This design comes from an exercise in tuning for small area, a short achievable clock period and few clock cycles on the open sky130 flow, not from production work.
Only simulation tests tie the RTL to the original design; equivalence was not proved.
Power and IR drop assume default switching activity.

job 7615:
// JAM
module JAM (
    input CLK,
    input RST,
    output [2:0] W,
    output [2:0] J,
    input [6:0] Cost,
    output reg [3:0] MatchCount,
    output reg [9:0] MinCost,
    output reg Valid
);
reg [7:0] t;           
wire [7:0] t_next = RST ? 8'd1 : (t == 8'd125 ? t : t + 8'd1);
always @(posedge CLK) t <= t_next;
function [2:0] w_of(input [5:0] tt);
    begin
        case (tt)
            6'd0: w_of = 3'd1;
            6'd1: w_of = 3'd5;
            6'd2: w_of = 3'd3;
            6'd3: w_of = 3'd6;
            6'd4: w_of = 3'd5;
            6'd5: w_of = 3'd2;
            6'd6: w_of = 3'd0;
            6'd7: w_of = 3'd1;
            6'd8: w_of = 3'd6;
            6'd9: w_of = 3'd2;
            6'd10: w_of = 3'd4;
            6'd11: w_of = 3'd2;
            6'd12: w_of = 3'd2;
            6'd13: w_of = 3'd4;
            6'd14: w_of = 3'd1;
            6'd15: w_of = 3'd6;
            6'd16: w_of = 3'd3;
            6'd17: w_of = 3'd6;
            6'd18: w_of = 3'd0;
            6'd19: w_of = 3'd4;
            6'd20: w_of = 3'd3;
            6'd21: w_of = 3'd0;
            6'd22: w_of = 3'd4;
            6'd23: w_of = 3'd3;
            6'd24: w_of = 3'd4;
            6'd25: w_of = 3'd7;
            6'd26: w_of = 3'd6;
            6'd27: w_of = 3'd7;
            6'd28: w_of = 3'd1;
            6'd29: w_of = 3'd7;
            6'd30: w_of = 3'd5;
            6'd31: w_of = 3'd7;
            6'd32: w_of = 3'd2;
            6'd33: w_of = 3'd1;
            6'd34: w_of = 3'd7;
            6'd35: w_of = 3'd3;
            6'd36: w_of = 3'd0;
            6'd37: w_of = 3'd6;
            6'd38: w_of = 3'd2;
            6'd39: w_of = 3'd2;
            6'd40: w_of = 3'd0;
            6'd41: w_of = 3'd3;
            6'd42: w_of = 3'd5;
            6'd43: w_of = 3'd5;
            6'd44: w_of = 3'd7;
            6'd45: w_of = 3'd3;
            6'd46: w_of = 3'd6;
            6'd47: w_of = 3'd0;
            6'd48: w_of = 3'd5;
            6'd49: w_of = 3'd4;
            6'd50: w_of = 3'd1;
            6'd51: w_of = 3'd0;
            6'd52: w_of = 3'd4;
            6'd53: w_of = 3'd1;
            6'd54: w_of = 3'd3;
            6'd55: w_of = 3'd5;
            6'd56: w_of = 3'd7;
            6'd57: w_of = 3'd0;
            6'd58: w_of = 3'd2;
            6'd59: w_of = 3'd1;
            6'd60: w_of = 3'd6;
  ...
clock: 4.5 ns
lec_check: 0
cap_margin: 20
core_margin: 2
core_utilization: 58
setup_slack_margin: 0.6
slew_margin: 20
run.sh (not shown) runs the stock make flow with config.mk's settings and CLKGATE_MAP_FILE= SYNTH_SCRIPT=/design/flow/synth_recipe.tcl, a recipe that flattens the netlist after the stock synthesis.
Testbench counts of job 7615, summed over its fixed seeds: cycles 1,008.
#### Input delta (job 6557 over job 7615)
-- flow/config.mk --
<<< job 7615, line 8
export CAP_MARGIN = 20
export CORE_MARGIN = 2
export CORE_UTILIZATION = 58
export SETUP_SLACK_MARGIN = 0.6
export SLEW_MARGIN = 20
>>> job 6557, line 8
export CAP_MARGIN = 20
export CORE_MARGIN = 2
export CORE_UTILIZATION = 65
export SETUP_SLACK_MARGIN = 0.6
export SLEW_MARGIN = 20
Results
From job 7615 to job 6557 the numbers moved as follows: via count went up; worst vdd rail ir drop went up; final cell area excluding filler cells went down.
When the final numbers for job 6557 and job 7615 were put side by side, the setup slack turned out to be smaller in job 6557.
The minimum clock period after layout reported for job 6557 is greater than that of job 7615 by 39 ps.
The static leakage reported for job 6557 is smaller than that of job 7615 by 0.69%.
In terms of combinational power, job 6557 and job 7615 differ only marginally.
Measured against each other, job 6557 and job 7615 differ in pre-CTS worst setup slack, the lower figure coming from job 7615.
Compared with job 7615, job 6557 supports a lower clock frequency.
Job 6557 vs job 7615, power went down by 0.0010 W.
The inputs of job 9783 differ from those of job 6557 as listed below.
-- flow/config.mk --
<<< job 6557, line 9
export CORE_MARGIN = 2
export CORE_UTILIZATION = 65
export SETUP_SLACK_MARGIN = 0.6
export SLEW_MARGIN = 20
>>> job 9783, line 9
export CORE_MARGIN = 2
export CORE_UTILIZATION = 65
export CTS_CLUSTER_SIZE = 30
export SETUP_SLACK_MARGIN = 0.6
export SLEW_MARGIN = 20
[summary]
- Reported for job 6557 and job 9783, fraction of met3 tracks used by global routing turned out identical to the last digit.
- Job 6557 -> job 9783: first-pass GRT wire length flat
- ~same total negative slack in job 6557 and job 9783
- Reported for job 6557 and job 9783, total power turned out identical to the last digit.
- From job 6557 to job 9783, multi-input combinational cell count did not move at all.
- Looking at job 6557 and job 9783, the fraction of power consumed by combinational cells is a wash.
- From job 6557 to job 9783, number of CTS-inserted buffers did not move at all.
- Job 9783 against job 6557: final standard cell utilization of the core shows no meaningful change; instance count after placement with tap cells included shows no meaningful change.


JAM, a different RTL version from the one above (not shown whole).
For scale: ~5400 cells after synthesis, about 910 flip-flops, ~30 I/O pins, about 52000 um^2 of cells after synthesis.
export LEC_CHECK = 0
export CAP_MARGIN = 20
export CORE_MARGIN = 2
export CORE_UTILIZATION = 72
export SETUP_SLACK_MARGIN = 0.6
export SLEW_MARGIN = 20
create_clock -name core_clock -period 4.5 [get_ports {CLK}]
Testbench counts at the start, summed over its fixed seeds: cycles 1,016.
Change:
- CORE_UTILIZATION: 72 -> 65
What happened:
- via count shrinks by 2.8%
- worst setup slack hardly moves
- global-route usage shrinks by 4.0 points
- core utilization shrinks by 7.6 points
Change:
- SETUP_SLACK_MARGIN: 0.6 -> 0.45
After rerunning: Core utilization goes down by 0.94 points. Area after synthesis stays the same. Design area goes down slightly. Cell count goes down slightly. Power goes down by a few percent. Clock skew stays flat. Routed wire length goes down slightly.
Change:
- SETUP_SLACK_MARGIN: 0.45 -> 1.0
Outcome: Final cell count is higher by a few percent. Setup slack is better by 0.092 ns. First-iteration DRC count is higher by a few percent. Sequential power barely changes. Clock power hardly moves.


Setup of old:
JAM, a different RTL version from the one above (not shown whole).
Size: roughly 5,300 cells after synthesis, roughly 780 flip-flops, about 30 I/O pins, roughly 51,000 µm² of cells after synthesis.
Settings: LEC_CHECK=0, CAP_MARGIN=20, CORE_MARGIN=2, CORE_UTILIZATION=40, SLEW_MARGIN=20; clock period 4.5 ns.
Testbench counts of old, summed over its fixed seeds: cycles 1,096.
Edits applied to the flow inputs when going from old to new:
Settings: ABC_AREA newly set to 1; CORE_UTILIZATION changed from 40 to 65.
Results
new finished every step from synthesis to the final layout, and the layout passed the timing, DRC and antenna checks.
Lower via count of the first global-routing pass among new and old: old
Delta (new minus old): first-pass GRT wire length increased by 5.7 mm relative to the old numbers; area share of buffers outside the clock network decreased by 0.77 points relative to the old numbers; part of the total power dissipated in combinational logic decreased by 8.4 points relative to the old numbers; die area decreased by about 37% relative to the old numbers.

[what the ideal ports hide]
How much do the figures lean on ideal ports? The routed layouts below were timed once more, with nothing changed but the port constraints.
Step 1 (the two cells are an assumption about what drives the block):
set clk [get_ports {CLK}]
set_driving_cell -lib_cell sky130_fd_sc_hd__clkbuf_16 $clk
set_driving_cell -lib_cell sky130_fd_sc_hd__buf_2 [delete_from_list [all_inputs] $clk]
Step 2 also shifts input and output timing later by t, the mid clock arrival at the registers, as if the neighbouring blocks saw the same clock.
Slacks: ideal ports / drivers / drivers and shift; pairs: ideal ports / drivers.
| run | shift t [ns] | setup slack, ns | worst setup path after step 2 | latest minus earliest clock arrival (ns) | cell pins on the clock port's net |
|---|---|---|---|---|---|
| job 7615 | 0.719 | 0.671 / 0.671 / 0.671 | register to register | 0.032 / 0.032 | 1 |
| job 6557 | 0.713 | 0.632 / 0.632 / 0.632 | register to register | 0.034 / 0.034 | 1 |
| job 9783 | 0.713 | 0.632 / 0.632 / 0.632 | register to register | 0.034 / 0.034 | 1 |
| the first run of note 2 | 0.724 | 0.618 / 0.608 / 0.618 | register to register | 0.029 / 0.029 | 1 |
| the second run of note 2 | 0.727 | 0.620 / 0.620 / 0.620 | register to register | 0.036 / 0.036 | 1 |
| the third run of note 2 | 0.728 | 0.560 / 0.500 / 0.560 | register to register | 0.036 / 0.036 | 1 |
| the fourth run of note 2 | 0.729 | 0.653 / 0.623 / 0.653 | register to register | 0.022 / 0.022 | 1 |
| old | 0.734 | 0.218 / 0.218 / 0.218 | register to register | 0.062 / 0.062 | 1 |
| new | 0.727 | 0.167 / 0.167 / 0.167 | register to register | 0.054 / 0.054 | 1 |
After both steps setup and hold are still met in every run listed.
